This design comes from an exercise in tuning for small area on the open sky130 flow, not from production work. Function was checked by simulation only, so behaviour that the tests miss may differ from the original. Power and IR drop assume default switching activity.

==> design/flow/design.v <==
module VendingMachine(
  input        clock,
  input        reset,
  input        io_pongMode,
  input  [4:0] io_price,
  input        io_coin2,
  input        io_coin5,
  input        io_buy,
  input        io_p1,
  input        io_p2,
  output       io_releaseCan,
  output       io_alarm,
  output [6:0] io_seg,
  output [3:0] io_an,
  output       io_p2LED1,
  output       io_p2LED2,
  output       io_p2LED3,
  output       io_p2LED4,
  output       io_p2LED5,
  output       io_p2LED6,
  output       io_p2LED7,
  output       io_p1LED1,
  output       io_p1LED2,
  output       io_p1LED3,
  output       io_p1LED4,
  output       io_p1LED5,
  output       io_p1LED6,
  output       io_p1LED7
);
  reg buy_a, buy_s, c2_a, c2_s, c5_a, c5_s, p1_a, p1_s, p2_a, p2_s;
  reg p1_d, p2_d;
  always @(posedge clock) begin
    buy_a <= io_buy;   buy_s <= buy_a;
    c2_a  <= io_coin2; c2_s  <= c2_a;
    c5_a  <= io_coin5; c5_s  <= c5_a;
    p1_a  <= io_p1;    p1_s  <= p1_a;
    p2_a  <= io_p2;    p2_s  <= p2_a;
    p1_d  <= p1_s;
    p2_d  <= p2_s;
  end
  wire p1Trig = p1_s & ~p1_d;
  wire p2Trig = p2_s & ~p2_d;
  reg [2:0] vst;
  reg [7:0] sum;
  wire buyCheck = sum >= {3'b000, io_price};
  always @(posedge clock) begin
    if (reset) vst <= 3'd0;
    else case (vst)
      3'd0: vst <= c2_s ? 3'd2 : c5_s ? 3'd1 : buy_s ? 3'd3 : 3'd0;
      3'd1, 3'd2: vst <= 3'd7;
      3'd3: vst <= buyCheck ? 3'd6 : 3'd4;
      3'd4: vst <= buy_s ? 3'd4 : 3'd7;
      3'd5: vst <= buy_s ? 3'd5 : 3'd7;
      3'd6: vst <= 3'd5;
      default: vst <= (buy_s | c2_s | c5_s) ? 3'd7 : 3'd0;
    endcase
  end
  assign io_releaseCan = vst == 3'd5;
  assign io_alarm = vst == 3'd4;
  always @(posedge clock) begin
    if (reset) sum <= 8'd0;
    else if (vst == 3'd6) sum <= sum - {3'b000, io_price};
    else if (vst == 3'd1) sum <= sum + 8'd5;
    else if (vst == 3'd2) sum <= sum + 8'd2;
  end
  reg [6:0] tc;
  reg [1:0] an;
  wire tc25  = (tc & 7'h6e) == 7'h64;
  wire tc50  = (tc & 7'h5b) == 7'h51;
  wire tc75  = tc == 7'h7b;
  wire tcEnd = (tc & 7'h2f) == 7'h05;
  wire tcClr = reset | tcEnd;
  always @(posedge clock) begin
    tc <= tcClr ? 7'd0 : {~tc[5:0], ~(tc[0] ^ tc[6])};
    if (reset) an <= 2'd0;
    else if (tcEnd) an <= an + 2'd1;
  end
  reg [3:0] st;
  reg [2:0] pt1, pt2;         
  reg [3:0] hitCnt;
  reg       bulletY;
  reg [2:0] bullet;
  reg       p1pos, p2pos;
  reg [3:0] rng;
  reg [3:0] wcnt;
  reg [9:0] wclk;
  reg [11:0] bc;
  reg        blk;
  wire bcEnd = blk ? ((bc & 12'hd7f) == 12'hc6c) : ((bc & 12'haff) == 12'h227);
  always @(posedge clock) begin
    bc <= (reset | bcEnd) ? 12'd0 : {~bc[10:0], bc[0] ^ bc[11]};
    if (reset) blk <= 1'b0;
    else if (bcEnd) blk <= ~blk;
  end
  always @(posedge clock) begin
    if (reset) rng <= 4'd0;
    else rng <= rng + 4'd1;
  end
  wire s0 = st == 4'd0;
  wire s1 = st == 4'd1;
  wire s2 = st == 4'd2;
  wire s3 = st == 4'd3;
  wire s4 = st == 4'd4;
  wire s5 = st == 4'd5;
  wire s6 = st == 4'd6;
  wire s9 = st == 4'd9;
  wire s10 = st == 4'd10;
  wire winEn = s9 | s10;
  wire wclkEnd = (wclk & 10'h27f) == 10'h20e;
  always @(posedge clock) begin
    if (reset) begin
      wcnt <= 4'd0;
      wclk <= 10'd0;
    end else if (winEn) begin
      if (wcnt == 4'hf) wcnt <= 4'd0;
      else if (wclkEnd) wcnt <= wcnt + 4'd1;
      wclk <= wclkEnd ? 10'd0 : {~wclk[8:0], wclk[8] ^ wclk[9]};
    end
  end
  wire [2:0] vPts = wcnt[3] ? (wcnt[0] ? 3'd0 : 3'd7) : (wcnt == 4'd7 ? 3'd7 : wcnt[2:0]);
  wire vA = (wcnt == 4'd4) | (wcnt == 4'd5) | (wcnt == 4'd11) | (wcnt == 4'd14);
  wire vD = (wcnt == 4'd0) | (wcnt == 4'd1) | (wcnt == 4'd9) | (wcnt == 4'd12);
  wire vG = (wcnt == 4'd2) | (wcnt == 4'd3) | (wcnt == 4'd6) | (wcnt == 4'd7) |
            (wcnt == 4'd10) | (wcnt == 4'd13);
  wire [1:0] vPat = {vD | vG, vA | vG};
  reg [6:0] bk;
  reg [4:0] bj;
  wire [4:0] bjLim =
    (hitCnt == 4'd0)  ? 5'd25 :
    (hitCnt <= 4'd4)  ? 5'd24 :
    (hitCnt <= 4'd7)  ? 5'd23 :
    (hitCnt == 4'd8)  ? 5'd22 :
    (hitCnt == 4'd9)  ? 5'd21 :
    (hitCnt == 4'd10) ? 5'd20 :
    (hitCnt == 4'd11) ? 5'd19 :
    (hitCnt == 4'd12) ? 5'd18 :
    (hitCnt == 4'd13) ? 5'd17 :
    (hitCnt == 4'd14) ? 5'd15 : 5'd13;
  wire bRestart = bj >= bjLim;
  wire bkEnd = (bk & 7'h7b) == 7'h20;
  wire bk3   = (bk & 7'h77) == 7'h72;
  always @(posedge clock) begin
    bk <= (reset | bRestart | bkEnd) ? 7'd0 : {~bk[5:0], bk[2] ^ bk[6]};
    if (reset | bRestart) bj <= 5'd0;
    else if (bk3) bj <= bj + 5'd1;
  end
  wire bulletTick = (bj == 5'd0) & ~bk[1];
  wire hit1 = p1pos == bulletY;
  wire hit2 = p2pos == bulletY;
  wire [3:0] hitInc = (hitCnt == 4'hf) ? hitCnt : hitCnt + 4'd1;
  always @(posedge clock) begin
    if (reset) st <= 4'd0;
    else if (!s0 && !io_pongMode) st <= 4'd0;
    else case (st)
      4'd0: st <= p1_s ? 4'd3 : p2_s ? 4'd4 : 4'd0;
      4'd1: st <= hit1 ? 4'd3 : 4'd6;
      4'd2: st <= hit2 ? 4'd4 : 4'd5;
      4'd3: st <= (bullet == 3'd7) ? 4'd2 : 4'd3;
      4'd4: st <= (bullet == 3'd0) ? 4'd1 : 4'd4;
      4'd5: st <= (pt1 == 3'd6) ? 4'd9 : 4'd8;
      4'd6: st <= (pt2 == 3'd6) ? 4'd10 : 4'd7;
      4'd7: st <= p1Trig ? 4'd3 : 4'd7;
      4'd8: st <= p2Trig ? 4'd4 : 4'd8;
      4'd9: st <= p1Trig ? 4'd0 : 4'd9;
      4'd10: st <= p2Trig ? 4'd0 : 4'd10;
      default: st <= st;
    endcase
  end
  always @(posedge clock) begin
    if (reset) begin
      pt1 <= 3'd0;
      pt2 <= 3'd0;
      hitCnt <= 4'd0;
      bulletY <= 1'b0;
      bullet <= 3'd0;
      p1pos <= 1'b0;
      p2pos <= 1'b0;
    end else begin
      if (s0) pt1 <= 3'd0;
      else if (s5) pt1 <= pt1 + 3'd1;
      else if (s9) pt1 <= vPts;
      if (s0) pt2 <= 3'd0;
      else if (s6) pt2 <= pt2 + 3'd1;
      else if (s10) pt2 <= vPts;
      if (s0 | s5 | s6) hitCnt <= 4'd0;
      else if ((s1 & hit1) | (s2 & hit2)) hitCnt <= hitInc;
      if (s0) begin
        if (p1_s) bulletY <= 1'b1;
        else if (p2_s) bulletY <= 1'b0;
      end else if (s1 & hit1) bulletY <= ~rng[3];
      else if (s2 & hit2) bulletY <= rng[3];
      if (s0) begin
        if (p1_s) bullet <= 3'd0;
        else if (p2_s) bullet <= 3'd7;
      end else if (s1 & hit1) begin
        if (rng[3] != bulletY) bullet <= bullet + 3'd1;
      end else if (s2 & hit2) begin
        if (rng[3] == bulletY) bullet <= bullet - 3'd1;
      end else if (s3 & bullet != 3'd7 & bulletTick) bullet <= bullet + 3'd1;
      else if (s4 & bullet != 3'd0 & bulletTick) bullet <= bullet - 3'd1;
      if (s0) p1pos <= 1'b0;
      else if (p1Trig) p1pos <= ~p1pos;
      if (s0) p2pos <= 1'b1;
      else if (p2Trig) p2pos <= ~p2pos;
    end
  end
  reg [1:0] rSeg;
  reg       rVis;
  reg [1:0] rDig;
  reg       rP1, rP1f, rP2, rP2b;
  always @(posedge clock) begin
    if (reset | s0) begin
      rSeg <= 2'd0;
      rP1 <= 1'b0;
      rP2 <= 1'b0;
    end else if (tc25) begin
      rSeg <= bulletY ? 2'd1 : 2'd2;
      rVis <= 1'b0;
      rDig <= bullet[2:1];
      rP1 <= 1'b0;
      rP2 <= 1'b0;
    end else if (tc50) begin
      rP1 <= 1'b1;
      rP1f <= p1pos;
    end else if (tc75) begin
      rP2 <= 1'b1;
      rP2b <= p2pos;
    end else if (winEn) begin
      rSeg <= vPat;
      rVis <= 1'b1;
      rDig[1] <= s10;
      rP1 <= 1'b0;
      rP2 <= 1'b0;
    end
  end
  wire rawEn = io_pongMode & (s0 ? blk : 1'b1);
  wire [7:0] sq = sum / 8'd10;
  wire [7:0] sr = sum % 8'd10;
  wire [4:0] pq = io_price / 5'd10;
  wire [4:0] pr = io_price % 5'd10;
  wire [3:0] dig = an[1] ? (an[0] ? pr[3:0] : {2'b00, pq[1:0]})
                         : (an[0] ? sr[3:0] : {1'b0, sq[2:0]});
  wire [6:0] decSeg =
    (dig == 4'd0) ? 7'h3f : (dig == 4'd1) ? 7'h06 : (dig == 4'd2) ? 7'h5b :
    (dig == 4'd3) ? 7'h4f : (dig == 4'd4) ? 7'h66 : (dig == 4'd5) ? 7'h6d :
    (dig == 4'd6) ? 7'h7d : (dig == 4'd7) ? 7'h07 : (dig == 4'd8) ? 7'h7f : 7'h6f;
  wire [6:0] pongSeg = an[1] ? (an[0] ? 7'h3d : 7'h37) : (an[0] ? 7'h3f : 7'h73);
  wire rHere = (rDig[1] == an[1]) & (rVis | (rDig[0] == an[0]));
  wire an0 = an == 2'd0;
  wire an3 = an == 2'd3;
  wire [6:0] rawSeg = {rHere & (rSeg == 2'd3),
                       an0 & rP1 & rP1f,
                       an0 & rP1 & ~rP1f,
                       rHere & (rSeg == 2'd2),
                       an3 & rP2 & ~rP2b,
                       an3 & rP2 & rP2b,
                       rHere & (rSeg == 2'd1)};
  wire [6:0] seg = rawEn ? rawSeg : io_pongMode ? pongSeg : decSeg;
  assign io_seg = ~seg;
  assign io_an = ~(4'b1000 >> an);
  assign io_p1LED1 = pt1 >= 3'd1;
  assign io_p1LED2 = pt1 >= 3'd2;
  assign io_p1LED3 = pt1 >= 3'd3;
  assign io_p1LED4 = pt1 >= 3'd4;
  assign io_p1LED5 = pt1 >= 3'd5;
  assign io_p1LED6 = pt1 >= 3'd6;
  assign io_p1LED7 = pt1 == 3'd7;
  assign io_p2LED1 = pt2 >= 3'd1;
  assign io_p2LED2 = pt2 >= 3'd2;
  assign io_p2LED3 = pt2 >= 3'd3;
  assign io_p2LED4 = pt2 >= 3'd4;
  assign io_p2LED5 = pt2 >= 3'd5;
  assign io_p2LED6 = pt2 >= 3'd6;
  assign io_p2LED7 = pt2 == 3'd7;
endmodule
==> design/flow/flow/run.sh <==
#!/bin/bash
# Own layout flow: the standard ORFS flow (standard.sh) with three changes:
#  - synthesis maps adders with ABC like the rest of the logic (no extract_fa pre-mapping to
#    half/full-adder cells) and uses an area-oriented ABC script (flow/abc_area.script);
#    registers are mapped exactly as in the standard synthesis;
#  - the ports are buffered with the smallest buffer;
#  - clock tree synthesis uses small clock buffers and no dummy loads.
# Each make run's full output goes to a log file in this folder.
set -euo pipefail
W=$PWD
cat > "$W/own_synth.tcl" <<EOT
proc abc {args} {
  set i [lsearch \$args -script]
  set a [lreplace \$args [expr {\$i + 1}] [expr {\$i + 1}] $W/flow/abc_area.script]
  yosys abc {*}\$a
}
source $W/synth_recipe.tcl
EOT
VARS=(
  "SYNTH_SCRIPT=$W/own_synth.tcl"
  "ADDER_MAP_FILE="
  "BUFFER_PORTS_ARGS=-buffer_cell sky130_fd_sc_hd__buf_1"
  "CTS_ARGS=-sink_clustering_enable -repair_clock_nets -dont_use_dummy_load -sink_clustering_size 12 -buf_list {sky130_fd_sc_hd__clkbuf_4 sky130_fd_sc_hd__clkbuf_8}"
)
bash standard.sh "${VARS[@]}" synth > "$W/flow_synth.log" 2>&1
bash standard.sh "${VARS[@]}" finish > "$W/flow_finish.log" 2>&1
==> design/flow/flow/abc_area.script <==
strash
ifraig
scorr
dc2
strash
dch -f
map -a
strash
dch -f
map -a
topo
==> design/flow/standard.sh <==
#!/bin/bash
# synth_recipe.tcl (not shown) runs the flow's synth.tcl, then flattens the netlist and writes it again
# the make line also repeats each setting of config.mk as NAME=value (left out here)
make -C /OpenROAD-flow-scripts/flow DESIGN_CONFIG=/design/flow/config.mk WORK_HOME=/design/flow/orfs CLKGATE_MAP_FILE= SYNTH_SCRIPT=/design/flow/synth_recipe.tcl "${@:-finish}"
==> design/flow/config.mk <==
export PLATFORM = sky130hd
export DESIGN_NAME = VendingMachine
export DESIGN_NICKNAME = VendingMachine
export VERILOG_FILES = /design/flow/design.v
export SDC_FILE = /design/flow/constraint.sdc
export NUM_CORES = 4
export LEC_CHECK = 0
export CAP_MARGIN = 20
export CORE_MARGIN = 2
export CORE_UTILIZATION = 40
export PLACE_DENSITY = 0.6
export SLEW_MARGIN = 20
==> design/flow/constraint.sdc <==
create_clock -name core_clock -period 10.0 [get_ports {clock}]
set_input_delay 2.0000 -clock core_clock [delete_from_list [all_inputs] [get_ports {clock}]]
set_output_delay 2.0000 -clock core_clock [all_outputs]
set_load 0.01 [all_outputs]
==> summary.md, run 1 <==
| Metric | Value |
|---|---|
| Vias in the first global route | `4,438` |
| Setup TNS | `0 ns` |
| Xor and xnor area share after synthesis | `0.0256` |
| Max-cap check violation count | `0` |
| Status | `complete, no violations` |
| Residual DRC | `0` |
| Pwr dens | `205 mW/mm²` |
| F_max | `149 MHz` |
| Main combinational cell family by area after synthesis | `simple AND/OR/NAND/NOR gates` |
| Kind of critical path | `reg2out` |
| GRT overflow | `0` |
| Share of layout cells above drive strength 1 | `0.0238` |
| Largest stage delay on the critical path | `0.41 ns` |
| Synth-to-Final Area Change | `9.77%` |
| Adder-Cell Fraction of Synth Area | `0` |
| Critical path required time | `8.00 ns` |
| 1st-pass router iterations | `5` |
| Worst min path class | `reg2reg` |
| Antenna Cells | `0` |
| Avg WL per Cell | `12.0 µm` |
| Sequential cell area fraction in the yosys report | `0.416` |
| Clock sinks | `104` |
| Leak Pwr | `2.00 nW` |
| Die area | `0.0137 mm²` |
| Hold Vio Cnt, Final | `0` |
| Compound-Gate Fraction of Synth Area | `0.219` |
| Clock root buffer master | `clkbuf_8` |
| Post-synth cell types | `31` |
| Row Count | `41` |
| Post-Syn Nets | `762` |
| Power Total | `1.15 mW` |
| IO Count | `40` |
| Post-cts sizing count | `0` |
| Area leader, netlist | `dfxtp_1` |
| Crit path capture type | `output port` |
| Critical-path top delay cell | `dfxtp_1` |
| CTS tree | `yes` |
| Arr. time, crit path | `4.71 ns` |
| Tcrit/Tclk final | `0.671` |
| Nets | `813` |
| Global-route wire length before repair | `19.8 mm` |
| Setup repair bufs after CTS | `0` |
| Mean area per synthesized cell | `6.84 µm²` |
| Clock buffer depth | `2` |
| Num CTS Buffers | `9` |
| Yosys reg bits | `104` |
| RD Place Congestion | `0.839` |
| Die X | `117 µm` |
| Top cells by area, synth | `dfxtp_1 39%, nor2_1 12%, clkinv_1 10%` |
| Via density | `5.03` |
| Setup Skew | `0.0271 ns` |
| Overall routing resource usage | `0.179` |
| Syn Inst Count | `749` |
| Synth warnings | `1` |
| Final setup fails | `0` |
| Worst skew pair latency | `0.37 ns` |
| Synth Area in Simple Gates | `0.235` |
| Antenna viol nets, final | `0` |
| Pin count of the biggest net entering global routing | `30` |
| Final Max Slew Viols | `0` |
| Total Wirelength | `11.7 mm` |
| Worst-case headroom to the max-slew limit | `0.386` |
| Post-synthesis mux area share | `0` |
| H-tree Lvls | `3` |
| Die Y | `117 µm` |
| Peak VDD IR | `0.115 mV` |
| Commonest non-fill, non-tap cell in the layout | `nor2_1` |
| Fin crit period | `6.71 ns` |
| Initial Util | `0.408` |
| DR iter-0 viols | `309` |
| Initial antenna violation count | `0` |
| Core Region | `0.0126 mm²` |
| Commonest cells after routing, fill and taps aside | `159 x nor2_1, 141 x clkinv_1, 99 x dfxtp_1` |
| Post-synth top area share | `0.387` |
| Via count | `4,880` |
| Hold buffers post-CTS | `0` |
| IO buf count | `39` |
| Least-Margin Pin Slew | `0.912 ns` |
| RSZ-0062 raised after global routing | `no` |
| Clock transition at path regs | `0.10 ns` |
| Mapped Area | `0.00512 mm²` |
| HPWL after DPL | `8.96 mm` |
| CP max FO | `5` |
| Startpoint Class | `flip-flop` |
[metrics by stage]
step / setup WS [ns] / utilization / area (µm²) / hold slack (ns) / cells
floorplan: 4.22 / - / 5120 / 0.310 / 749
global placement: 3.76 / 0.438 / 5500 / 0.310 / 961
detailed placement: 3.60 / 0.438 / 5500 / 0.318 / 961
CTS: 3.27 / 0.448 / 5630 / 0.341 / 970
global route: 2.60 / 0.448 / 5630 / 0.345 / 970
finish: 3.29 / 0.448 / 5630 / 0.341 / 970
[critical path: cells and delay by family, from the launching register on]
family / cells / cell delay (ns)
AO/OA/AOI/OAI: 11 / 1.68
buffers and inverters: 8 / 0.89
XOR/XNOR: 1 / 0.15
flip-flops: 1 / 0.41
AND/OR/NAND/NOR: 10 / 1.23
[kinds of logic (layout without fill, tap and decap cells)]
| kind of cell | count (synthesis) | in the layout |
|---|---|---|
| and+or+nand+nor | 291 | 291 |
| AOI/OAI and AO/OA | 196 | 196 |
| buffers and inverters | 143 | 192 |
| DFF | 104 | 104 |
| xor gates and xnor gates | 15 | 15 |
[metal layers]
metal,vias to the layer above,wire length (µm),track usage
met1,2194,5780,0.241
met5,-,0,0
met3,12,443,0.0427
li1,2602,-,-
met2,72,5270,0.289
met4,0,151,0.0525
[final timing paths]
check,startpoint,end,slack (ns),cells after the start
setup reg to reg,vst[2],sum[6],7.49,9
hold reg to reg,p2_a,p2_s,0.34,0
setup / recovery,sum[6],io_seg[1],3.29,30
hold / removal,p2_a,p2_s,0.34,0
[state kept, by name, indices dropped and copies added (netlist names), 4 cells and up]
signal	count
bc	12
wclk	10
sum	8
bk	7
tc	7
bj	5
hitCnt	4
rng	4
st	4
wcnt	4
[power by group]
part	switching [mW]	internal (mW)
Clock	0.125	0.0810
Sequential	0.0440	0.460
Combinational	0.295	0.146
Total	0.465	0.687
[Yosys cell counts, drive strengths merged]
library cell    n
xor2           10
nor3           26
o32ai           1
buf             2
o21ai          79
or2             4
nor4            7
nand3          24
and3            1
a21oi          61
a211oi         13
o31ai           3
nand4           6
o21bai          1
a22oi           6
edfxtp          5
xnor2           5
a311oi          5
a32oi           3
clkinv        141
o22ai           6
nand2          63
a221oi          1
nor2          159
and2            1
a31oi          10
a32o            1
o211ai          4
dfxtp          99
o21a            1
a41o            1
[layout make-up]
| class | instances | area [µm²] |
|---|---|---|
| Multi-Input combinational cell | 502 | 2460 |
| Inverter | 141 | 529 |
| Clock buffer | 9 | 124 |
| Sequential cell | 104 | 2130 |
| Tap cell | 172 | 215 |
| Timing Repair Buffer | 42 | 169 |
| Fill cell | 1305 | 6940 |
==> run 2: changes to the inputs <==
--- a/design/flow/design.v
+++ b/design/flow/design.v
@@ -76,5 +76,6 @@
     else if (tcEnd) an <= an + 2'd1;
   end
-  reg [3:0] st;
+  reg [2:0] ph;
+  reg       side;
   reg [2:0] pt1, pt2;         
   reg [3:0] hitCnt;
@@ -97,14 +98,12 @@
     else rng <= rng + 4'd1;
   end
-  wire s0 = st == 4'd0;
-  wire s1 = st == 4'd1;
-  wire s2 = st == 4'd2;
-  wire s3 = st == 4'd3;
-  wire s4 = st == 4'd4;
-  wire s5 = st == 4'd5;
-  wire s6 = st == 4'd6;
-  wire s9 = st == 4'd9;
-  wire s10 = st == 4'd10;
-  wire winEn = s9 | s10;
+  localparam [2:0] IDLE = 3'd0, MOVE = 3'd1, ATEND = 3'd2, POINT = 3'd3, WAIT = 3'd4, WON = 3'd5;
+  wire s0 = ph == IDLE;
+  wire sMove = ph == MOVE;
+  wire sEnd = ph == ATEND;
+  wire sPoint = ph == POINT;
+  wire winEn = ph == WON;
+  wire s9 = winEn & ~side;
+  wire s10 = winEn & side;
   wire wclkEnd = (wclk & 10'h27f) == 10'h20e;
   always @(posedge clock) begin
@@ -146,24 +145,26 @@
   end
   wire bulletTick = (bj == 5'd0) & ~bk[1];
-  wire hit1 = p1pos == bulletY;
-  wire hit2 = p2pos == bulletY;
+  wire defPos = side ? p1pos : p2pos;         
+  wire hit = defPos == bulletY;
+  wire atEnd = side ? (bullet == 3'd0) : (bullet == 3'd7);
+  wire attTrig = side ? p2Trig : p1Trig;       
+  wire defTrig = side ? p1Trig : p2Trig;
+  wire [2:0] attPts = side ? pt2 : pt1;
   wire [3:0] hitInc = (hitCnt == 4'hf) ? hitCnt : hitCnt + 4'd1;
-  always @(posedge clock) begin
-    if (reset) st <= 4'd0;
-    else if (!s0 && !io_pongMode) st <= 4'd0;
-    else case (st)
-      4'd0: st <= p1_s ? 4'd3 : p2_s ? 4'd4 : 4'd0;
-      4'd1: st <= hit1 ? 4'd3 : 4'd6;
-      4'd2: st <= hit2 ? 4'd4 : 4'd5;
-      4'd3: st <= (bullet == 3'd7) ? 4'd2 : 4'd3;
-      4'd4: st <= (bullet == 3'd0) ? 4'd1 : 4'd4;
-      4'd5: st <= (pt1 == 3'd6) ? 4'd9 : 4'd8;
-      4'd6: st <= (pt2 == 3'd6) ? 4'd10 : 4'd7;
-      4'd7: st <= p1Trig ? 4'd3 : 4'd7;
-      4'd8: st <= p2Trig ? 4'd4 : 4'd8;
-      4'd9: st <= p1Trig ? 4'd0 : 4'd9;
-      4'd10: st <= p2Trig ? 4'd0 : 4'd10;
-      default: st <= st;
+  wire newY = rng[3] ^ side;                    
+  always @(posedge clock) begin
+    if (reset) ph <= IDLE;
+    else if (!s0 && !io_pongMode) ph <= IDLE;
+    else case (ph)
+      IDLE:  if (p1_s | p2_s) ph <= MOVE;
+      MOVE:  if (atEnd) ph <= ATEND;
+      ATEND: ph <= hit ? MOVE : POINT;
+      POINT: ph <= (attPts == 3'd6) ? WON : WAIT;
+      WAIT:  if (defTrig) ph <= MOVE;
+      WON:   if (attTrig) ph <= IDLE;
+      default: ph <= ph;
     endcase
+    if (s0) side <= ~p1_s;
+    else if ((sEnd & hit) | ((ph == WAIT) & defTrig)) side <= ~side;
   end
   always @(posedge clock) begin
@@ -178,25 +179,21 @@
     end else begin
       if (s0) pt1 <= 3'd0;
-      else if (s5) pt1 <= pt1 + 3'd1;
+      else if (sPoint & ~side) pt1 <= pt1 + 3'd1;
       else if (s9) pt1 <= vPts;
       if (s0) pt2 <= 3'd0;
-      else if (s6) pt2 <= pt2 + 3'd1;
+      else if (sPoint & side) pt2 <= pt2 + 3'd1;
       else if (s10) pt2 <= vPts;
-      if (s0 | s5 | s6) hitCnt <= 4'd0;
-      else if ((s1 & hit1) | (s2 & hit2)) hitCnt <= hitInc;
+      if (s0 | sPoint) hitCnt <= 4'd0;
+      else if (sEnd & hit) hitCnt <= hitInc;
       if (s0) begin
         if (p1_s) bulletY <= 1'b1;
         else if (p2_s) bulletY <= 1'b0;
-      end else if (s1 & hit1) bulletY <= ~rng[3];
-      else if (s2 & hit2) bulletY <= rng[3];
+      end else if (sEnd & hit) bulletY <= newY;
       if (s0) begin
         if (p1_s) bullet <= 3'd0;
         else if (p2_s) bullet <= 3'd7;
-      end else if (s1 & hit1) begin
-        if (rng[3] != bulletY) bullet <= bullet + 3'd1;
-      end else if (s2 & hit2) begin
-        if (rng[3] == bulletY) bullet <= bullet - 3'd1;
-      end else if (s3 & bullet != 3'd7 & bulletTick) bullet <= bullet + 3'd1;
-      else if (s4 & bullet != 3'd0 & bulletTick) bullet <= bullet - 3'd1;
+      end else if (sEnd & hit) begin
+        if (newY == bulletY) bullet <= side ? bullet + 3'd1 : bullet - 3'd1;
+      end else if (sMove & ~atEnd & bulletTick) bullet <= side ? bullet - 3'd1 : bullet + 3'd1;
       if (s0) p1pos <= 1'b0;
       else if (p1Trig) p1pos <= ~p1pos;
==> design/flow/flow/run.sh (replaced) <==
#!/bin/bash
# Own layout flow: the standard ORFS flow (standard.sh) with these changes:
#  - synthesis maps adders with ABC like the rest of the logic (no extract_fa pre-mapping to
#    half/full-adder cells) and uses area-oriented ABC scripts: it is run with each script in
#    flow/abc_*.script and the smallest netlist is kept; registers are mapped exactly as in the
#    standard synthesis;
#  - the ports are buffered with the smallest buffer;
#  - clock tree synthesis uses clkbuf_4/clkbuf_8 and no dummy loads.
# Each make run's full output goes to a log file of its own in this folder.
set -euo pipefail
W=$PWD
common=(
  "ADDER_MAP_FILE="
  "BUFFER_PORTS_ARGS=-buffer_cell sky130_fd_sc_hd__buf_1"
  "CTS_ARGS=-sink_clustering_enable -repair_clock_nets -dont_use_dummy_load -sink_clustering_size 12 -buf_list {sky130_fd_sc_hd__clkbuf_4 sky130_fd_sc_hd__clkbuf_8}"
)
synth_tcl() {
  cat > "$W/own_synth_$1.tcl" <<EOT
proc abc {args} {
  set i [lsearch \$args -script]
  set a [lreplace \$args [expr {\$i + 1}] [expr {\$i + 1}] $W/flow/abc_$1.script]
  yosys abc {*}\$a
}
source $W/synth_recipe.tcl
EOT
}
best=""; best_area=""
for f in flow/abc_*.script; do
  s=$(basename "$f" .script); s=${s#abc_}
  synth_tcl "$s"
  rm -rf "$W/orfs"
  if bash standard.sh "${common[@]}" "SYNTH_SCRIPT=$W/own_synth_$s.tcl" synth > "$W/flow_synth_$s.log" 2>&1; then
    a=$(awk '/Chip area for module/ {print $NF}' "$W"/orfs/reports/*/VendingMachine/base/synth_stat.txt)
    echo "synthesis with abc_$s: area $a" | tee -a "$W/flow_choice.log"
    if [[ -z "$best_area" ]] || awk -v a="$a" -v b="$best_area" 'BEGIN {exit !(a < b)}'; then
      best=$s; best_area=$a
    fi
  fi
done
echo "chosen: abc_$best ($best_area)" | tee -a "$W/flow_choice.log"
rm -rf "$W/orfs"
bash standard.sh "${common[@]}" "SYNTH_SCRIPT=$W/own_synth_$best.tcl" synth > "$W/flow_synth.log" 2>&1
bash standard.sh "${common[@]}" "SYNTH_SCRIPT=$W/own_synth_$best.tcl" finish > "$W/flow_finish.log" 2>&1
==> design/flow/flow/abc_a10.script (new file) <==
strash
ifraig
scorr
dc2
strash
dch -f
map -a
strash
dch -f
map -a
strash
dch -f
map -a -F 1
topo
==> design/flow/flow/abc_a5.script (new file) <==
strash
dch -f
map -a
strash
dch -f
map -a
strash
dch -f
map -a
topo
==> design/flow/flow/abc_a7.script (new file) <==
strash
ifraig
scorr
dc2
strash
dch -f
map -a
strash
dch -f
map -a
topo
==> design/flow/flow/abc_a8.script (new file) <==
strash
ifraig
scorr
dc2
strash
dch -f
amap
topo
==> design/flow/flow/abc_a9.script (new file) <==
strash
ifraig
scorr
dc2
strash
&get -n
&dch -f
&nf -R 1000
&put
topo
--- a/design/flow/config.mk
+++ b/design/flow/config.mk
@@ -8,5 +8,5 @@
 export CAP_MARGIN = 20
 export CORE_MARGIN = 2
-export CORE_UTILIZATION = 40
-export PLACE_DENSITY = 0.6
+export CORE_UTILIZATION = 60
+export PLACE_DENSITY = 0.75
 export SLEW_MARGIN = 20
removed: design/flow/flow/abc_area.script
==> run 2 against run 1 <==
Still clean; hold slack got worse by 0.0033 ns; design area decreased by 4.9%; setup slack got worse by 0.77 ns; wire length decreased by 3.3%; largest cell class unchanged.
==> summary.md, run 2 <==
| Metric | Value |
|---|---|
| Status | `complete, no violations` |
| Vias in the first global route | `4,437` |
| Row Count | `33` |
| Critical-path top delay cell | `a31oi_1` |
| Die X | `94.8 µm` |
| Busiest grt layer | `met2` |
| Setup Skew | `0.0368 ns` |
| Post-synth top cells | `162 x nor2_1, 98 x dfxtp_1, 89 x clkinv_1` |
| Initial antenna violation count | `0` |
| Top_reg_cell synth | `dfxtp_1` |
| Hold buffers post-CTS | `0` |
| Power Total | `1.21 mW` |
| Avg WL per Cell | `13.7 µm` |
| Mean area per synthesized cell | `7.37 µm²` |
| Worst slack after detailed placement | `3.00 ns` |
| Commonest cells after routing, fill and taps aside | `162 x nor2_1, 98 x dfxtp_1, 89 x clkinv_1` |
| Share of layout cells above drive strength 1 | `0.0153` |
| HPWL after DPL | `8.49 mm` |
| Least-Margin Pin Slew | `0.953 ns` |
| IO Count | `40` |
| Final setup fails | `0` |
| Num CTS Buffers | `9` |
| CP max FO | `4` |
| Syn Inst Count | `671` |
| Mapped Area | `0.00494 mm²` |
| Antenna Cells | `0` |
| Critical path required time | `8.00 ns` |
| M2 GR Usage | `0.467` |
| Arr. time, crit path | `5.48 ns` |
| Hold Vio Cnt, Final | `0` |
| Finished Core Util | `0.661` |
| Worst skew pair latency | `0.37 ns` |
| Core Region | `0.00809 mm²` |
| Nets | `734` |
| Multi-input logic area | `0.00246 mm²` |
| Setup TNS | `0 ns` |
| 1st-pass router iterations | `5` |
| RSZ-0062 raised after global routing | `no` |
| Die area | `0.00898 mm²` |
| IO buf count | `39` |
| Area leader, netlist | `dfxtp_1` |
| M3 GR Usage | `0.0519` |
| Largest stage delay on the critical path | `0.40 ns` |
| Pin count of the biggest net entering global routing | `35` |
| Via count | `4,874` |
| Post-synth top area share | `0.397` |
| Placed inst area | `0.00523 mm²` |
| Post-cts sizing count | `0` |
| Clock transition at path regs | `0.10 ns` |
| F_max | `134 MHz` |
| Count leader, synth | `nor2_1` |
| Largest register FFs | `12` |
| RD Place Congestion | `0.931` |
| Antenna viol nets, final | `0` |
| Post-route design area | `0.00535 mm²` |
| Final Max Slew Viols | `0` |
| Sequential Area | `0.00214 mm²` |
| Global-route wire length before repair | `18.8 mm` |
| Setup repair bufs after CTS | `0` |
| Worst min path class | `reg2reg` |
| Met1 usage | `0.311` |
| Top cells by area, synth | `dfxtp_1 40%, nor2_1 12%, clkinv_1 6.8%` |
| Post-Syn Nets | `684` |
| Overall routing resource usage | `0.260` |
| Leak Pwr | `1.79 nW` |
| Peak VDD IR | `0.115 mV` |
| DR iter-0 viols | `274` |
| Total Wirelength | `11.3 mm` |
| Clock buffer depth | `2` |
| H-tree Lvls | `3` |
| Fillers | `741` |
| Post-route setup slack | `2.52 ns` |
| Clock sinks | `104` |
| Top Registers | `bc x12, wclk x10, sum x8` |
| CTS tree | `yes` |
| Pwr dens | `226 mW/mm²` |
| Clock root buffer master | `clkbuf_8` |
| Synth async-reset ratio | `0` |
| Startpoint Class | `flip-flop` |
| Max-cap check violation count | `0` |
| Synth warnings | `1` |
| Post-synth EDFFs | `6` |
| Worst-case headroom to the max-slew limit | `0.360` |
| Most common cell on crit path | `nor2_1` |
| Residual DRC | `0` |
| Crit path capture type | `output port` |
| GRT overflow | `0` |
| Initial Util | `0.611` |
| Commonest non-fill, non-tap cell in the layout | `nor2_1` |
| Largest Register | `bc` |
| Post-synth cell types | `45` |
| Via density | `5.92` |
| Synth-to-Final Area Change | `8.28%` |
| Fin crit period | `7.48 ns` |
| Yosys reg bits | `104` |
| Sequential cell area fraction in the yosys report | `0.433` |
| Tcrit/Tclk final | `0.748` |
| Kind of critical path | `reg2out` |
| Die Y | `94.8 µm` |
run 2: changes by cell type in the layout (fill, tap and decap cells not counted), sizes merged, moves of 10 or more:
cell	previous run	this run
clkinv	141	89
xor2	10	0
o21ai	79	45
a21oi	61	36
run 2: final timing paths:
path / startpoint / to / slack, ns / cells after the start
max: sum[7] / io_seg[3] / 2.52 / 29
min: p1_a / p1_s / 0.34 / 0
max reg2reg: side / bullet[1] / 6.58 / 10
min reg2reg: p1_a / p1_s / 0.34 / 0
run 2: metrics by stage:
stage,hold slack (ns),cells
5_1_grt,0.343,824
3_5_place_dp,0.314,815
2_1_floorplan,0.310,671
4_1_cts,0.342,824
6_report,0.338,824
3_3_place_gp,0.310,815
run 2: kinds of logic after synthesis:
kind of cell    synth area share
simple gates               0.252
compound gates             0.246
flops                      0.433
buf+inv                   0.0691
run 2: metal layers:
metal,vias to the layer above,wire length (µm)
met3,11,514
met2,137,5600
met4,0,127
met1,2243,5030
met5,-,0
li1,2483,-
run 2: final cells by class:
cell class / count / share of cell area
well taps: 105 / 0.0245
clock buffers: 9 / 0.0231
multi-input cells: 476 / 0.459
repair buffers: 41 / 0.0302
flip-flops and latches: 104 / 0.400
inverters: 89 / 0.0624
run 2: critical path: cells and delay by family (launching register included):
family                 cells  cell delay, ns
AOI/OAI and AO/OA         11            2.19
and+or+nand+nor           13            1.91
buffers and inverters      5            0.67
DFF                        1            0.37
run 2: power by group:
group | leakage (nW) | internal [mW] | switching (mW) | total [mW]
clock | 0.0647 | 0.0810 | 0.120 | 0.201
sequential | 0.862 | 0.464 | 0.0470 | 0.511
combinational | 0.863 | 0.168 | 0.329 | 0.496
total | 1.79 | 0.712 | 0.496 | 1.21
==> run 3: changes to the inputs <==
--- a/design/flow/flow/run.sh
+++ b/design/flow/flow/run.sh
@@ -2,5 +2,6 @@
 # Own layout flow: the standard ORFS flow (standard.sh) with these changes:
 #  - synthesis maps adders with ABC like the rest of the logic (no extract_fa pre-mapping to
-#    half/full-adder cells) and uses area-oriented ABC scripts: it is run with each script in
+#    half/full-adder cells) and uses area-oriented ABC scripts (AIG optimisation with &deepsyn
+#    under several seeds, then area mapping): it is run with each script in
 #    flow/abc_*.script and the smallest netlist is kept; registers are mapped exactly as in the
 #    standard synthesis;
==> design/flow/flow/abc_ds0.script (new file) <==
strash
&get -n
&deepsyn -T 20 -S 0
&put
dch -f
amap
topo
==> design/flow/flow/abc_ds1.script (new file) <==
strash
&get -n
&deepsyn -T 20 -S 1
&put
dch -f
amap
topo
==> design/flow/flow/abc_ds2.script (new file) <==
strash
&get -n
&deepsyn -T 20 -S 2
&put
dch -f
amap
topo
==> design/flow/flow/abc_ds3.script (new file) <==
strash
&get -n
&deepsyn -T 20 -S 3
&put
dch -f
amap
topo
==> design/flow/flow/abc_ds4.script (new file) <==
strash
&get -n
&deepsyn -T 20 -S 4
&put
dch -f
amap
topo
==> design/flow/flow/abc_ds5.script (new file) <==
strash
&get -n
&deepsyn -T 20 -S 5
&put
dch -f
amap
topo
removed: design/flow/flow/abc_a10.script
removed: design/flow/flow/abc_a5.script
removed: design/flow/flow/abc_a7.script
==> run 3 against run 2 <==
Die area decreased by 4.6%; first-iteration DRC count decreased by 3.3%; largest cell class unchanged; largest power group unchanged; critical path type is now in2out; register-to-register slack improved by 0.43 ns; via count decreased by 7.5%; still clean; synthesized cell count decreased by 5.8%.
==> summary.md, run 3 <==
| Metric | Value |
|---|---|
| Status | `complete, no violations` |
| Worst reg2reg path depth | `13` |
| Worst R2R End | `bullet[2]` |
| Commonest cells after routing, fill and taps aside | `152 x nor2_1, 98 x dfxtp_1, 88 x clkinv_1` |
| Synth async-reset ratio | `0` |
| Clock sinks | `104` |
| Hold buffers post-CTS | `0` |
| R2R setup slack | `7.01 ns` |
| Commonest non-fill, non-tap cell in the layout | `nor2_1` |
| Antenna Cells | `0` |
| Tcrit/Tclk final | `0.674` |
| Die X | `92.5 µm` |
| Synth warnings | `1` |
| DR iter-0 viols | `265` |
| Via count | `4,510` |
| Hold_sp | `p2_a` |
| Top_reg_cell synth | `dfxtp_1` |
| Nets | `694` |
| Startpoint Class | `input pin` |
| Comb pwr share | `0.230` |
| Antenna viol nets, final | `0` |
| Fin crit period | `6.74 ns` |
| CP max FO | `6` |
| Internal power | `0.598 mW` |
| Post-route design area | `0.00510 mm²` |
| Die Y | `92.5 µm` |
| Crit path launch | `io_price[4]` |
| Peak VDD IR | `0.131 mV` |
| Avg WL per Cell | `13.5 µm` |
| F_max | `148 MHz` |
| Pwr dens | `173 mW/mm²` |
| Sw Ratio | `0.322` |
| Top cells by area, synth | `dfxtp_1 42%, nor2_1 12%, clkinv_1 7.0%` |
| Hold Vio Cnt, Final | `0` |
| Kind of critical path | `in2out` |
| H-tree Lvls | `3` |
| Post-synth top cells | `152 x nor2_1, 98 x dfxtp_1, 88 x clkinv_1` |
| Top Registers | `bc x12, wclk x10, sum x8` |
| Synth-to-Final Area Change | `8.49%` |
| Sequential power share | `0.542` |
| CTS tree | `yes` |
| Placed inst area | `0.00498 mm²` |
| Inst Count DP | `772` |
| Crit path capture type | `output port` |
| Post-Syn Nets | `645` |
| Power Total | `0.882 mW` |
| Non-Filler Instances | `781` |
| RR Startpoint | `ph[1]` |
| Core Region | `0.00765 mm²` |
| Clock share of power | `0.228` |
| Clock root buffer master | `clkbuf_8` |
| GRT overflow | `0` |
| Share of layout cells above drive strength 1 | `0.0147` |
| Global-route wire length before repair | `17.9 mm` |
| 1st-pass router iterations | `5` |
| Residual DRC | `0` |
| Area leader, netlist | `dfxtp_1` |
| Setup repair bufs after CTS | `0` |
| HPWL after DPL | `7.98 mm` |
| IO buf count | `39` |
| Clock buffer depth | `2` |
| Syn Inst Count | `632` |
| Setup Skew | `0.0394 ns` |
| Count leader, synth | `nor2_1` |
| RD Place Congestion | `0.910` |
| Row Count | `32` |
| Mapped Area | `0.00470 mm²` |
| RSZ-0062 raised after global routing | `no` |
| Post-cts sizing count | `0` |
| Post-synth EDFFs | `6` |
| Arr. time, crit path | `4.74 ns` |
| Hold Path End | `p2_s` |
| Num CTS Buffers | `9` |
| Yosys reg bits | `104` |
| Final Max Slew Viols | `0` |
| Initial antenna violation count | `0` |
| Vias in the first global route | `4,089` |
| Hold WS | `0.330 ns` |
| Pin count of the biggest net entering global routing | `29` |
| Overall routing resource usage | `0.256` |
| Switching Power | `0.284 mW` |
| Leak Pwr | `1.79 nW` |
| Worst skew pair latency | `0.37 ns` |
| Critical path required time | `8.00 ns` |
| Clock transition at path regs | `0.07 ns` |
| Sequential cell area fraction in the yosys report | `0.455` |
| Least-Margin Pin Slew | `0.917 ns` |
| Hold Crit Depth | `0` |
| Worst min path class | `reg2reg` |
| Via density | `5.77` |
| Largest Register | `bc` |
| Setup TNS | `0 ns` |
| Initial Util | `0.615` |
| Worst-case headroom to the max-slew limit | `0.387` |
| IO Count | `40` |
| Mean area per synthesized cell | `7.44 µm²` |
| Max-cap check violation count | `0` |
| Final setup fails | `0` |
| Largest register FFs | `12` |
| Post-synth cell types | `44` |
| Die area | `0.00856 mm²` |
| Post-synth top area share | `0.417` |
| Total Wirelength | `10.6 mm` |
-- run 3: cell types whose count changed after synthesis, moves of 4 or more --
cell,delta
nor2_1,-10
nand3_1,-9
or3_1,+8
o21a_1,-6
o21ai_0,-6
a21oi_1,-5
a221oi_1,-5
o22ai_1,+5
a2111oi_0,-4
a211oi_1,+4
nor2b_1,-4
nor3_1,-4
-- run 3: cell families (layout without fill, tap and decap cells) --
kind of cell / count (synthesis) / in the layout / share of synthesized area
AOI/OAI and AO/OA: 159 / 159 / 0.217
buffers and inverters: 90 / 137 / 0.0718
DFF: 104 / 104 / 0.455
and+or+nand+nor: 279 / 279 / 0.255
-- run 3: how the worst max path moves through the flow --
stage                      endpoint  cells past startpoint
final                     io_seg[3]                     13
after global routing      io_seg[3]                     13
after CTS                 io_seg[3]                     13
after detailed placement  io_seg[3]                     13
after global placement    io_seg[3]                     13
after floorplan           io_seg[3]                     11
-- run 3: metrics by stage --
step | worst slack, ns | utilization
floorplan | 3.92 | -
global placement | 3.30 | 0.651
detailed placement | 3.12 | 0.651
CTS | 3.12 | 0.667
global route | 2.86 | 0.667
finish | 3.26 | 0.667
-- run 3: area by class of cell --
class,count,area [µm²]
fill,704,2540
multi-input combinational,438,2220
sequential,104,2140
inverter,88,330
timing repair buffer,40,154
tap,102,128
clock buffer,9,124
-- run 3: power by group through the flow --
stage          Combinational, mW  Clock (mW)  Sequential (mW)
6_report                   0.203       0.201            0.478
5_1_grt                    0.229       0.221            0.482
4_1_cts                    0.199       0.208            0.477
3_5_place_dp               0.198           0            0.487
3_3_place_gp               0.192           0            0.486
2_1_floorplan              0.149           0            0.479
-- run 3: critical path: stages --
cell,delay [ns]
buf_1,0.13
clkinv_1,0.16
nor2_1,0.12
a21oi_1,0.07
nor2_1,0.15
or3_1,0.13
nor2_1,0.05
a2111oi_1,0.83
o21ai_0,0.32
nor2_1,0.24
nor3_1,0.10
o32a_1,0.30
buf_1,0.13
-- run 3: routing by layer --
layer / GRT usage / up-vias / part of all wire
li1: - / 2295 / -
met1: 0.353 / 2060 / 0.48
met2: 0.413 / 143 / 0.45
met3: 0.0513 / 12 / 0.062
met4: 0.0672 / 0 / 0.0089
met5: 0 / - / 0
==> run 4: changes to the inputs <==
==> design/flow/flow/run.sh (replaced) <==
#!/bin/bash
# Own layout flow: the standard ORFS flow (standard.sh) with these changes:
#  - synthesis maps adders with ABC like the rest of the logic (no extract_fa pre-mapping to
#    half/full-adder cells) and uses area-oriented ABC scripts (AIG optimisation with &deepsyn
#    under several seeds, then area mapping). Synthesis runs once per script in
#    flow/abc_*.script and the smallest netlist is kept. Registers are mapped exactly as in
#    the standard synthesis;
#  - the ports are buffered with the smallest buffer;
#  - clock tree synthesis uses clkbuf_4/clkbuf_8 and no dummy loads.
# Each make run's full output goes to a log file of its own in this folder.
set -euo pipefail
W=$PWD
common=(
  "ADDER_MAP_FILE="
  "BUFFER_PORTS_ARGS=-buffer_cell sky130_fd_sc_hd__buf_1"
  "CTS_ARGS=-sink_clustering_enable -repair_clock_nets -dont_use_dummy_load -sink_clustering_size 12 -buf_list {sky130_fd_sc_hd__clkbuf_4 sky130_fd_sc_hd__clkbuf_8}"
)
best=""; best_area=""
for f in flow/abc_*.script; do
  s=$(basename "$f" .script); s=${s#abc_}
  cat > "$W/own_synth_$s.tcl" <<EOT
proc abc {args} {
  set i [lsearch \$args -script]
  set a [lreplace \$args [expr {\$i + 1}] [expr {\$i + 1}] $W/flow/abc_$s.script]
  yosys abc {*}\$a
}
source $W/synth_recipe.tcl
EOT
  rm -rf "$W/orfs"
  if bash standard.sh "${common[@]}" "SYNTH_SCRIPT=$W/own_synth_$s.tcl" synth > "$W/flow_synth_$s.log" 2>&1; then
    a=$(awk '/Chip area for module/ {print $NF}' "$W"/orfs/reports/*/VendingMachine/base/synth_stat.txt)
    echo "synthesis with abc_$s: area $a" | tee -a "$W/flow_choice.log"
    if [[ -z "$best_area" ]] || awk -v a="$a" -v b="$best_area" 'BEGIN {exit !(a < b)}'; then
      [[ -n "$best" ]] && rm -rf "$W/orfs_$best"
      best=$s; best_area=$a
      mv "$W/orfs" "$W/orfs_$s"
    fi
  fi
done
echo "chosen: abc_$best ($best_area)" | tee -a "$W/flow_choice.log"
rm -rf "$W/orfs"
mv "$W/orfs_$best" "$W/orfs"
bash standard.sh "${common[@]}" "SYNTH_SCRIPT=$W/own_synth_$best.tcl" finish > "$W/flow_finish.log" 2>&1
==> design/flow/flow/abc_ds6.script (new file) <==
strash
&get -n
&deepsyn -T 20 -S 6
&put
dch -f
amap
topo
==> design/flow/flow/abc_ds7.script (new file) <==
strash
&get -n
&deepsyn -T 20 -S 7
&put
dch -f
amap
topo
==> design/flow/flow/abc_ds8.script (new file) <==
strash
&get -n
&deepsyn -T 20 -S 8
&put
dch -f
amap
topo
==> design/flow/flow/abc_ds9.script (new file) <==
strash
&get -n
&deepsyn -T 20 -S 9
&put
dch -f
amap
topo
removed: design/flow/flow/abc_a9.script
==> run 4 against run 3 <==
Still clean on timing, DRC and antenna; final cell count is 1.4% lower; wire length grew 2.1%; register-to-register slack got worse by 0.30 ns; design area decreased by 0.54%; hold slack lost 0.016 ns; first-iteration DRC count down 29%; synthesized cell count down 1.7%; die area fell by 0.53%; clock-buffer cell count unchanged; critical path depth is 1 lower; critical endpoint is now io_seg[2]; largest power group unchanged.
==> summary.md, run 4 <==
| Metric | Value |
|---|---|
| Status | `complete, no violations` |
| Num CTS Buffers | `9` |
| Nets | `683` |
| Commonest cells after routing, fill and taps aside | `123 x nor2_1, 98 x dfxtp_1, 88 x clkinv_1` |
| F_max | `155 MHz` |
| Worst-case headroom to the max-slew limit | `0.487` |
| Commonest non-fill, non-tap cell in the layout | `nor2_1` |
| Critical path required time | `8.00 ns` |
| Clock sinks | `104` |
| Row Count | `32` |
| RR Startpoint | `side` |
| Top Registers | `bc x12, wclk x10, sum x8` |
| Final setup fails | `0` |
| Mean area per synthesized cell | `7.53 µm²` |
| Mapped Area | `0.00468 mm²` |
| Least-Margin Pin Slew | `0.759 ns` |
| Die X | `92.3 µm` |
| Internal power | `0.616 mW` |
| Hold Vio Cnt, Final | `0` |
| Via density | `5.81` |
| Post-Syn Nets | `634` |
| Count leader, synth | `nor2_1` |
| Pwr dens | `185 mW/mm²` |
| Hold_sp | `buy_a` |
| Overall routing resource usage | `0.263` |
| Final Max Slew Viols | `0` |
| Area leader, netlist | `dfxtp_1` |
| Comb pwr share | `0.260` |
| Clock share of power | `0.219` |
| Post-synth EDFFs | `6` |
| Initial antenna violation count | `0` |
| GRT overflow | `0` |
| Antenna viol nets, final | `0` |
| Crit path capture type | `output port` |
| Syn Inst Count | `621` |
| Switching Power | `0.323 mW` |
| Finished Core Util | `0.664` |
| Synth warnings | `1` |
| Worst reg2reg path depth | `14` |
| Sequential cell area fraction in the yosys report | `0.458` |
| Global-route wire length before repair | `18.2 mm` |
| Post-synth cell types | `43` |
| Hold WS | `0.314 ns` |
| Arr. time, crit path | `4.46 ns` |
| Avg WL per Cell | `14.0 µm` |
| Crit path launch | `io_price[3]` |
| Largest Register | `bc` |
| Fin crit period | `6.46 ns` |
| Clock buffer depth | `2` |
| IO buf count | `39` |
| Antenna Cells | `0` |
| Post-cts sizing count | `0` |
| Setup TNS | `0 ns` |
| Max-cap check violation count | `0` |
| Die area | `0.00852 mm²` |
| RD Place Congestion | `0.858` |
| Sw Ratio | `0.344` |
| Setup repair bufs after CTS | `0` |
| Kind of critical path | `in2out` |
| CP max FO | `7` |
| Peak VDD IR | `0.0980 mV` |
| Tcrit/Tclk final | `0.646` |
| HPWL after DPL | `7.97 mm` |
| Largest register FFs | `12` |
| CTS tree | `yes` |
| RSZ-0062 raised after global routing | `no` |
| Hold buffers post-CTS | `0` |
| Synth-to-Final Area Change | `8.51%` |
| H-tree Lvls | `3` |
| Hold Crit Depth | `0` |
| Via count | `4,475` |
| Worst slack after detailed placement | `3.66 ns` |
| Sequential power share | `0.521` |
| Top cells by area, synth | `dfxtp_1 42%, nor2_1 9.9%, clkinv_1 7.1%` |
| Worst skew pair latency | `0.37 ns` |
| Pin count of the biggest net entering global routing | `29` |
| Setup Skew | `0.0391 ns` |
| Startpoint Class | `input pin` |
| 1st-pass router iterations | `6` |
| Initial Util | `0.612` |
| Core Region | `0.00765 mm²` |
| Share of layout cells above drive strength 1 | `0.0150` |
| Vias in the first global route | `4,171` |
| Residual DRC | `0` |
| Die Y | `92.3 µm` |
| Post-synth top cells | `123 x nor2_1, 98 x dfxtp_1, 88 x clkinv_1` |
| Worst min path class | `reg2reg` |
| Synth async-reset ratio | `0` |
| Leak Pwr | `1.77 nW` |
| Total Wirelength | `10.8 mm` |
| Clock root buffer master | `clkbuf_8` |
| Top_reg_cell synth | `dfxtp_1` |
| Clock transition at path regs | `0.07 ns` |
| Post-synth top area share | `0.419` |
| IO Count | `40` |
| Yosys reg bits | `104` |
| Post-route setup slack | `3.54 ns` |
| DR iter-0 viols | `188` |
[run 4: cell types whose count changed in the layout (fill, tap and decap cells not counted), sizes merged, moves of 4 or more]
cell    change
a211oi      -4
a21oi       -7
nand3       +9
nor2       -29
nor4        -6
o21ai      +12
o22ai       +7
or2         -5
[run 4: critical path, cell delays in order]
cell and delay (ns):
buf_1 0.25, clkinv_1 0.19, o22ai_1 0.26, clkinv_1 0.13, o31ai_1 0.24, o221a_1 0.22, o21ai_0 0.13, clkinv_1 0.10
a21oi_1 0.08, or3_1 0.42, o21ai_0 0.26, buf_1 0.19
[run 4: worst paths after layout]
kind / endpoint / slack (ns)
worst max register to register: bullet[2] / 6.71
worst min register to register: buy_s / 0.31
worst min-delay path: buy_s / 0.31
worst max-delay path: io_seg[2] / 3.54
[run 4: per-stage QoR]
step	cell area [µm²]	power [mW]	std cells
global placement	4950	0.729	761
finish	5070	0.938	770
CTS	5070	0.938	770
global route	5070	0.998	770
floorplan	4680	0.665	621
detailed placement	4950	0.736	761
[run 4: power groups by stage]
stage	Combinational (mW)	Sequential (mW)	Clock [mW]
floorplan	0.178	0.487	0
global placement	0.233	0.496	0
detailed placement	0.238	0.497	0
CTS	0.241	0.488	0.210
global route	0.277	0.494	0.227
finish	0.244	0.489	0.206
[run 4: logic make-up after synthesis]
kind of cell / synth area share
buffers and inverters: 0.0722
and+or+nand+nor: 0.236
DFF: 0.458
AOI/OAI and AO/OA: 0.234
[run 4: layout make-up]
class | instances | area (µm²)
fill | 686 | 2570
multi-input combinational | 427 | 2200
sequential | 104 | 2140
inverter | 88 | 330
timing repair buffer | 40 | 154
tap | 102 | 128
clock buffer | 9 | 124
[run 4: layer usage]
metal	vias to the layer above	wire [µm]	global-route usage
met5	-	0	0
li1	2285	-	-
met3	24	565	0.0423
met2	147	5120	0.449
met1	2019	4890	0.338
met4	0	233	0.101

-- static timing again, ports no longer ideal --
The results above use ideal ports. As a check the final layouts listed here were re-extracted and re-timed, cells and wires unchanged. Step 1 sets driving cells, clkbuf_16 on the clock port and buf_2 on the other inputs (assumed; they add their load-dependent delay and slew). Step 2 times the ports against the registers' clock, not the clock port: input delays grow and output delays shrink by t, the midpoint of the rising clock arrivals with the driver on. Three values: ideal ports, drivers, drivers and shift; two values: the first two.
run	shift t [ns]	slack for setup (ns)	worst hold slack (ns)	worst setup path at the end	cell pins on the clock port's net
run 1	0.395	3.286 / 3.249 / 3.558	0.341 / 0.341 / 0.341	input to output	1
run 2	0.381	2.520 / 2.487 / 2.867	0.338 / 0.338 / 0.338	register to output	1
run 3	0.380	3.258 / 3.237 / 3.237	0.330 / 0.330 / 0.330	input to output	1
run 4	0.385	3.538 / 3.509 / 3.509	0.314 / 0.314 / 0.314	input to output	1
After both steps setup and hold are still met in every run listed. For run 4, which loses most, drivers alone change the setup slack by -0.029 ns; drivers and shift together by -0.029 ns.
